Source: an optimization exercise on an open RTL-to-GDS flow (aim: small area, a short achievable clock period and few clock cycles). Production flows keep margins and buffers that such runs may drop. In this exercise RTL edits were held to simulation tests only and were not proved equivalent to the original. Power is estimated from default activity; no workload was simulated.

==> garnet <==
==> flow/design.v <==
module add8_cs(a, b, s0, s1, c0, c1);
    input  [7:0] a, b;
    output [7:0] s0, s1;
    output       c0, c1;
    wire [7:0] p, g, g1, p1, g2, p2, g3, p3;
    add_pg   #(8)    u_pg(a, b, p, g);
    add_lvl  #(8, 1) u_l1(g,  p,  g1, p1);
    add_lvl  #(8, 2) u_l2(g1, p1, g2, p2);
    add_lvl  #(8, 4) u_l3(g2, p2, g3, p3);
    add_sum  #(8)    u_s(p, g3, p3, s0, s1, c0, c1);
endmodule
module add_pg(a, b, p, g);
    parameter W = 8;
    input  [W-1:0] a, b;
    output [W-1:0] p, g;
    assign p = a ^ b;
    assign g = a & b;
endmodule
module add_lvl(gi, pi, go, po);
    parameter W = 8;
    parameter D = 1;
    input  [W-1:0] gi, pi;
    output [W-1:0] go, po;
    genvar i;
    generate for (i = 0; i < W; i = i + 1) begin : g_b
        if (i >= D) begin : g_c
            assign go[i] = gi[i] | (pi[i] & gi[i-D]);
            assign po[i] = pi[i] & pi[i-D];
        end else begin : g_p
            assign go[i] = gi[i];
            assign po[i] = pi[i];
        end
    end endgenerate
endmodule
module add_sum(p, G, P, s0, s1, c0, c1);
    parameter W = 8;
    input  [W-1:0] p, G, P;
    output [W-1:0] s0, s1;
    output         c0, c1;
    assign s0 = p ^ {G[W-2:0], 1'b0};
    assign s1 = p ^ ({G[W-2:0], 1'b0} | {P[W-2:0], 1'b1});
    assign c0 = G[W-1];
    assign c1 = G[W-1] | P[W-1];
endmodule
module cmp16(a, b, lt, eq);
    input  [15:0] a, b;
    output        lt, eq;
    wire [15:0] g0, p0;
    wire [7:0]  g1, p1;
    wire [3:0]  g2, p2;
    wire [1:0]  g3, p3;
    cmp_pg  #(16) u_pg(a, b, g0, p0);
    cmp_lvl #(8)  u_l1(g0, p0, g1, p1);
    cmp_lvl #(4)  u_l2(g1, p1, g2, p2);
    cmp_lvl #(2)  u_l3(g2, p2, g3, p3);
    cmp_lvl #(1)  u_l4(g3, p3, lt, eq);
endmodule
module cmp_pg(a, b, g, p);
    parameter W = 16;
    input  [W-1:0] a, b;
    output [W-1:0] g, p;
    assign g = ~a & b;
    assign p = ~(a ^ b);
endmodule
module cmp_lvl(gi, pi, go, po);
    parameter N = 8;
    input  [2*N-1:0] gi, pi;
    output [N-1:0]   go, po;
    genvar i;
    generate for (i = 0; i < N; i = i + 1) begin : g_n
        assign go[i] = gi[2*i+1] | (pi[2*i+1] & gi[2*i]);
        assign po[i] = pi[2*i+1] & pi[2*i];
    end endgenerate
endmodule
module riscv(
    input wire               clk,
    input wire               rst,         
    input wire[31:0]         inst_i,
    output wire[31:0]        inst_addr_o,
    output wire              inst_ce_o,
    input wire[31:0]         data_i,
    output wire              data_we_o,
    output wire              data_ce_o,
    output wire[31:0]        data_addr_o,
    output wire[31:0]        data_o,
    output wire[3:0]         data_be_o
);
genvar gi;
reg  [31:2] x_pc4;                       
reg  [31:2] x_tgt;                       
reg  [31:0] x_s0;                        
reg  [31:0] x_s1;                        
reg  [2:0]  x_c0, x_c1;                  
reg         x_ci;                        
reg         x_lth, x_eqh, x_ltl, x_eql;  
reg         x_jal, x_beq, x_bne, x_blt, x_bge;
reg  [31:0] x_a;                         
reg  [31:0] x_b;                         
reg  [4:0]  x_sh;                        
reg  [4:0]  x_rd;
reg         x_we;                        
reg         x_ld, x_st, x_jalr;
reg  [2:0]  x_f3;
reg         x_s_add, x_s_slt, x_s_xor, x_s_or, x_s_and;
reg         x_s_sll, x_s_srl, x_s_sra, x_s_auipc, x_s_link;
wire [32*32-1:0] rf_q;
assign rf_q[31:0] = 32'd0;
wire        cy1 = x_c0[0] | (x_c1[0] & x_ci);
wire        cy2 = x_c0[1] | (x_c1[1] & cy1);
wire        cy3 = x_c0[2] | (x_c1[2] & cy2);
wire [31:0] sum = {cy3 ? x_s1[31:24] : x_s0[31:24],
                   cy2 ? x_s1[23:16] : x_s0[23:16],
                   cy1 ? x_s1[15:8]  : x_s0[15:8],
                   x_ci ? x_s1[7:0] : x_s0[7:0]};
wire        lt   = x_lth | (x_eqh & x_ltl);
wire        eq   = x_eqh & x_eql;
wire        take = x_jal | (x_beq & eq) | (x_bne & ~eq) | (x_blt & lt) | (x_bge & ~lt);
assign inst_addr_o = x_jalr ? {sum[31:1], 1'b0} : {(take ? x_tgt : x_pc4), 2'b00};
assign inst_ce_o   = 1'b1;
wire [31:0] a_rev;
generate for (gi = 0; gi < 32; gi = gi + 1) begin : g_rev
    assign a_rev[gi] = x_a[31-gi];
end endgenerate
wire [31:0] sh_in  = x_s_sll ? a_rev : x_a;
wire [32:0] sh_ext = {x_s_sra & x_a[31], sh_in};
wire [32:0] sh_r   = $signed(sh_ext) >>> x_sh;
wire [31:0] sh_rev;
generate for (gi = 0; gi < 32; gi = gi + 1) begin : g_rev2
    assign sh_rev[gi] = sh_r[31-gi];
end endgenerate
wire [31:0] alu =
      ({32{x_s_add}}   & sum)
    | ({32{x_s_slt}}   & {31'b0, lt})
    | ({32{x_s_xor}}   & (x_a ^ x_b))
    | ({32{x_s_or}}    & (x_a | x_b))
    | ({32{x_s_and}}   & (x_a & x_b))
    | ({32{x_s_sll}}   & sh_rev)
    | ({32{x_s_srl}}   & sh_r[31:0])
    | ({32{x_s_auipc}} & {x_tgt, 2'b00})
    | ({32{x_s_link}}  & {x_pc4, 2'b00});
wire [1:0]  ba = sum[1:0];
assign data_addr_o = sum;
assign data_ce_o   = x_ld | x_st;
assign data_we_o   = x_st;
assign data_be_o   = (x_f3[1:0] == 2'b00) ? (4'b0001 << ba) :
                     (x_f3[1:0] == 2'b01) ? (ba[1] ? 4'b1100 : 4'b0011) : 4'b1111;
assign data_o      = (x_f3[1:0] == 2'b00) ? {4{x_b[7:0]}} :
                     (x_f3[1:0] == 2'b01) ? {2{x_b[15:0]}} : x_b;
wire [7:0]  ld_b = ba[1] ? (ba[0] ? data_i[31:24] : data_i[23:16])
                         : (ba[0] ? data_i[15:8]  : data_i[7:0]);
wire [15:0] ld_h = ba[1] ? data_i[31:16] : data_i[15:0];
wire [31:0] ld   = (x_f3[1:0] == 2'b00) ? {{24{ld_b[7] & ~x_f3[2]}}, ld_b} :
                   (x_f3[1:0] == 2'b01) ? {{16{ld_h[15] & ~x_f3[2]}}, ld_h} : data_i;
wire [31:0] wb = x_ld ? ld : alu;
generate for (gi = 1; gi < 32; gi = gi + 1) begin : g_rf
    reg [31:0] q;
    always @ (posedge clk) begin
        if (x_we && (x_rd == gi)) q <= wb;
    end
    assign rf_q[gi*32 +: 32] = q;
end endgenerate
wire [6:0]  op  = inst_i[6:0];
wire [2:0]  f3  = inst_i[14:12];
wire [6:0]  f7  = inst_i[31:25];
wire [4:0]  rd  = inst_i[11:7];
wire [4:0]  rs1 = inst_i[19:15];
wire [4:0]  rs2 = inst_i[24:20];
wire op_lui   = (op == 7'b0110111);
wire op_auipc = (op == 7'b0010111);
wire op_jal   = (op == 7'b1101111);
wire op_jalr  = (op == 7'b1100111) & (f3 == 3'b000);
wire op_br    = (op == 7'b1100011) & (f3[2:1] != 2'b01);
wire op_ld    = (op == 7'b0000011) & (f3 != 3'b011) & (f3[2:1] != 2'b11);
wire op_st    = (op == 7'b0100011) & ~f3[2] & (f3[1:0] != 2'b11);
wire f7z      = (f7 == 7'b0000000);
wire f7s      = (f7 == 7'b0100000);
wire op_imm   = (op == 7'b0010011) & ((f3 == 3'b001) ? f7z : (f3 == 3'b101) ? (f7z | f7s) : 1'b1);
wire op_reg   = (op == 7'b0110011) & (f7z | (f7s & ((f3 == 3'b000) | (f3 == 3'b101))));
wire op_alu   = op_imm | op_reg;
wire wr_rd    = (op_lui | op_auipc | op_jal | op_jalr | op_ld | op_alu) & (rd != 5'd0);
wire [31:0] imm_i = {{20{inst_i[31]}}, inst_i[31:20]};
wire [31:0] imm_s = {{20{inst_i[31]}}, inst_i[31:25], inst_i[11:7]};
wire [31:0] imm_b = {{19{inst_i[31]}}, inst_i[31], inst_i[7], inst_i[30:25], inst_i[11:8], 1'b0};
wire [31:0] imm_u = {inst_i[31:12], 12'h0};
wire [31:0] imm_j = {{11{inst_i[31]}}, inst_i[31], inst_i[19:12], inst_i[20], inst_i[30:21], 1'b0};
reg  [31:0] r1, r2;
integer k;
always @ (*) begin
    r1 = 32'd0;
    r2 = 32'd0;
    for (k = 1; k < 32; k = k + 1) begin
        r1 = r1 | ({32{rs1 == k}} & rf_q[k*32 +: 32]);
        r2 = r2 | ({32{rs2 == k}} & rf_q[k*32 +: 32]);
    end
end
wire [31:0] v1 = (x_we && (x_rd == rs1)) ? wb : r1;
wire [31:0] v2 = (x_we && (x_rd == rs2)) ? wb : r2;
wire is_sub   = op_reg & f7s & (f3 == 3'b000);
wire [31:0] sa = op_lui ? 32'd0 : v1;
wire [31:0] sb = is_sub ? ~v2 : op_reg ? v2 : op_st ? imm_s : op_lui ? imm_u : imm_i;
wire [31:0] bs0, bs1;
wire [3:0]  bc0, bc1;
generate for (gi = 0; gi < 4; gi = gi + 1) begin : g_add
    add8_cs u_add(sa[gi*8 +: 8], sb[gi*8 +: 8], bs0[gi*8 +: 8], bs1[gi*8 +: 8], bc0[gi], bc1[gi]);
end endgenerate
wire is_slt   = op_alu & (f3[2:1] == 2'b01);           
wire cmp_s    = is_slt ? ~f3[0] : ~f3[1];
wire [31:0] cb = (op_reg | op_br) ? v2 : imm_i;
wire [15:0] ah = {v1[31] ^ cmp_s, v1[30:16]};
wire [15:0] bh = {cb[31] ^ cmp_s, cb[30:16]};
wire eqh, lth, eql, ltl;
cmp16 u_cmph(ah, bh, lth, eqh);
cmp16 u_cmpl(v1[15:0], cb[15:0], ltl, eql);
wire [31:2] pc_f = inst_addr_o[31:2];
wire [31:0] c_imm = op_br ? imm_b : op_jal ? imm_j : imm_u;
wire [31:0] b_imm = imm_i;
always @ (posedge clk) begin
    x_s0   <= bs0;
    x_s1   <= bs1;
    x_c0   <= bc0[2:0];
    x_c1   <= bc1[2:0];
    x_ci   <= is_sub;
    x_tgt  <= pc_f + c_imm[31:2];
    x_eqh  <= eqh;
    x_lth  <= lth;
    x_ltl  <= ltl;
    x_eql  <= eql;
    x_a    <= v1;
    x_b    <= (op_reg | op_st) ? v2 : b_imm;
    x_sh   <= (op_reg ? v2[4:0] : b_imm[4:0]) & {5{op_alu & (f3[1:0] == 2'b01)}};
    x_rd   <= rd;
    x_f3   <= f3;
    if (rst) begin
        x_pc4     <= 30'd0;              
        x_jal     <= 1'b0;
        x_beq     <= 1'b0;
        x_bne     <= 1'b0;
        x_blt     <= 1'b0;
        x_bge     <= 1'b0;
        x_we      <= 1'b0;
        x_ld      <= 1'b0;
        x_st      <= 1'b0;
        x_jalr    <= 1'b0;
        x_s_add   <= 1'b0;
        x_s_slt   <= 1'b0;
        x_s_xor   <= 1'b0;
        x_s_or    <= 1'b0;
        x_s_and   <= 1'b0;
        x_s_sll   <= 1'b0;
        x_s_srl   <= 1'b0;
        x_s_sra   <= 1'b0;
        x_s_auipc <= 1'b0;
        x_s_link  <= 1'b0;
    end else begin
        x_pc4     <= pc_f + 30'd1;
        x_jal     <= op_jal;
        x_beq     <= op_br & (f3 == 3'b000);
        x_bne     <= op_br & (f3 == 3'b001);
        x_blt     <= op_br & f3[2] & ~f3[0];
        x_bge     <= op_br & f3[2] &  f3[0];
        x_we      <= wr_rd;
        x_ld      <= op_ld;
        x_st      <= op_st;
        x_jalr    <= op_jalr;
        x_s_add   <= (op_alu & (f3 == 3'b000)) | op_lui;
        x_s_slt   <= is_slt;
        x_s_xor   <= op_alu & (f3 == 3'b100);
        x_s_or    <= op_alu & (f3 == 3'b110);
        x_s_and   <= op_alu & (f3 == 3'b111);
        x_s_sll   <= op_alu & (f3 == 3'b001);
        x_s_srl   <= op_alu & (f3 == 3'b101);
        x_s_sra   <= op_alu & (f3 == 3'b101) & f7s;
        x_s_auipc <= op_auipc;
        x_s_link  <= op_jal | op_jalr;
    end
end
endmodule
==> flow/run.sh <==
#!/bin/bash
# synth_recipe.tcl (not shown) runs the flow's synth.tcl, then flattens the netlist and writes it again
# the make line also repeats each setting of config.mk as NAME=value (left out here)
make -C /OpenROAD-flow-scripts/flow DESIGN_CONFIG=/design/flow/config.mk WORK_HOME=/design/flow/orfs CLKGATE_MAP_FILE= SYNTH_SCRIPT=/design/flow/synth_recipe.tcl finish
==> flow/config.mk <==
export PLATFORM = sky130hd
export DESIGN_NAME = riscv
export DESIGN_NICKNAME = riscv
export VERILOG_FILES = /design/flow/design.v
export SDC_FILE = /design/flow/constraint.sdc
export NUM_CORES = 4
export LEC_CHECK = 0
export CAP_MARGIN = 20
export CORE_MARGIN = 2
export CORE_UTILIZATION = 35
export PLACE_DENSITY = 0.55
export SETUP_SLACK_MARGIN = 5
export SLEW_MARGIN = 20
export SYNTH_HIERARCHICAL = 1
export TNS_END_PERCENT = 0
==> flow/constraint.sdc <==
create_clock -name core_clock -period 9.0 [get_ports {clk}]
set_input_delay 1.8000 -clock core_clock [delete_from_list [all_inputs] [get_ports {clk}]]
set_output_delay 1.8000 -clock core_clock [all_outputs]
set_load 0.01 [all_outputs]
==> nickel (differences from garnet) <==
Settings changed: ABC_AREA set to 1.
==> notes <==
nickel passed the timing, design-rule and antenna checks. garnet went through all stages and came out clean.
Against garnet, the design area of nickel is higher by 2.8%.
Setup slack: nickel is better than garnet (400 ps).
In garnet the sequential share of layout area is higher than in nickel, by 1.2 points.
Between garnet and nickel, the lower die area is in garnet (gap 4.1%, measured against nickel).
In nickel the core utilization is lower than in garnet, by 0.55 points.
Of nickel and garnet, nickel has the higher power (gap 10%, measured against garnet).
Sequential power: nickel is larger than garnet (3.8%).
Against garnet, the fmax of nickel is higher by 8.8%.
In garnet the synthesized area is lower than in nickel, by 4.2%.
In nickel the hold slack is worse than in garnet, by 94 ps.
==> figures <==
quantity                                                           nickel      garnet
Result of the run                        no timing/DRC/antenna violations  no timing/DRC/antenna violations
Master of the slowest instance on the critical path               nand4_1       or3_4
Chip Height                                                        437 um      428 um
Hold Path End                                                    x_pc4[8]   x_pc4[11]
Clock buffers and inverters, area share                             5.53%       5.59%
Largest net degree at the start of global routing                      65          57
Via count                                                           67021       60827
Capture point of the worst reg-to-reg path                       x_s1[30]       x_eqh
Worst-margin pin slew                                             1170 ps     1250 ps
Worst-skew pair later-pin latency                                  850 ps      820 ps
Placed instance area                                           70500 um^2  68000 um^2
Met2 Usage GRT                                                      55.6%       55.5%
Clock-pin transition on the worst setup and hold timing paths       70 ps       60 ps
CTS buffer count                                                      142         134
Non-clock buffer instance count of the final layout                   717         818
Met2 wire length                                                158000 um   148000 um
Leakage power total                                             0.0340 uW   0.0298 uW
Inverter count                                                       1126         145
Buffers inserted during post-CTS setup optimization                   201         391
Critical Path End                                                x_s1[31]     x_s1[7]
Count of cells along the worst register-to-register path               28          13
Fraction of standard cell area in multi-input logic                 34.2%       36.7%
Testbench counts of garnet, summed over its fixed seeds: cycles 115,031.
Testbench counts of nickel, summed over its fixed seeds: cycles 115,031.

## afterwards: timing with drivers on the ports
Ports are ideal in the flow. The routed layouts listed here were re-timed in OpenROAD. Step 1, drivers: a clkbuf_16 drives clk and a buf_2 each remaining input, both assumed. Step 2 times the ports against the registers' clock, not the clock port: input delays grow and output delays shrink by t, the midpoint of the rising clock arrivals with the driver on. a / b / c = ideal / step 1 / step 2; a / b = the first two.
run | t, ns | setup WS [ns] | hold slack, ns
garnet | 0.882 | 4.058 / 4.102 / 3.220 | 0.782 / 0.782 / 0.782
nickel | 0.909 | 4.456 / 4.385 / 3.597 | 0.687 / 0.687 / 0.687
After both steps every run listed still meets setup and hold. For nickel, which loses most, drivers alone change the setup slack by -0.071 ns; drivers and shift together by -0.859 ns.
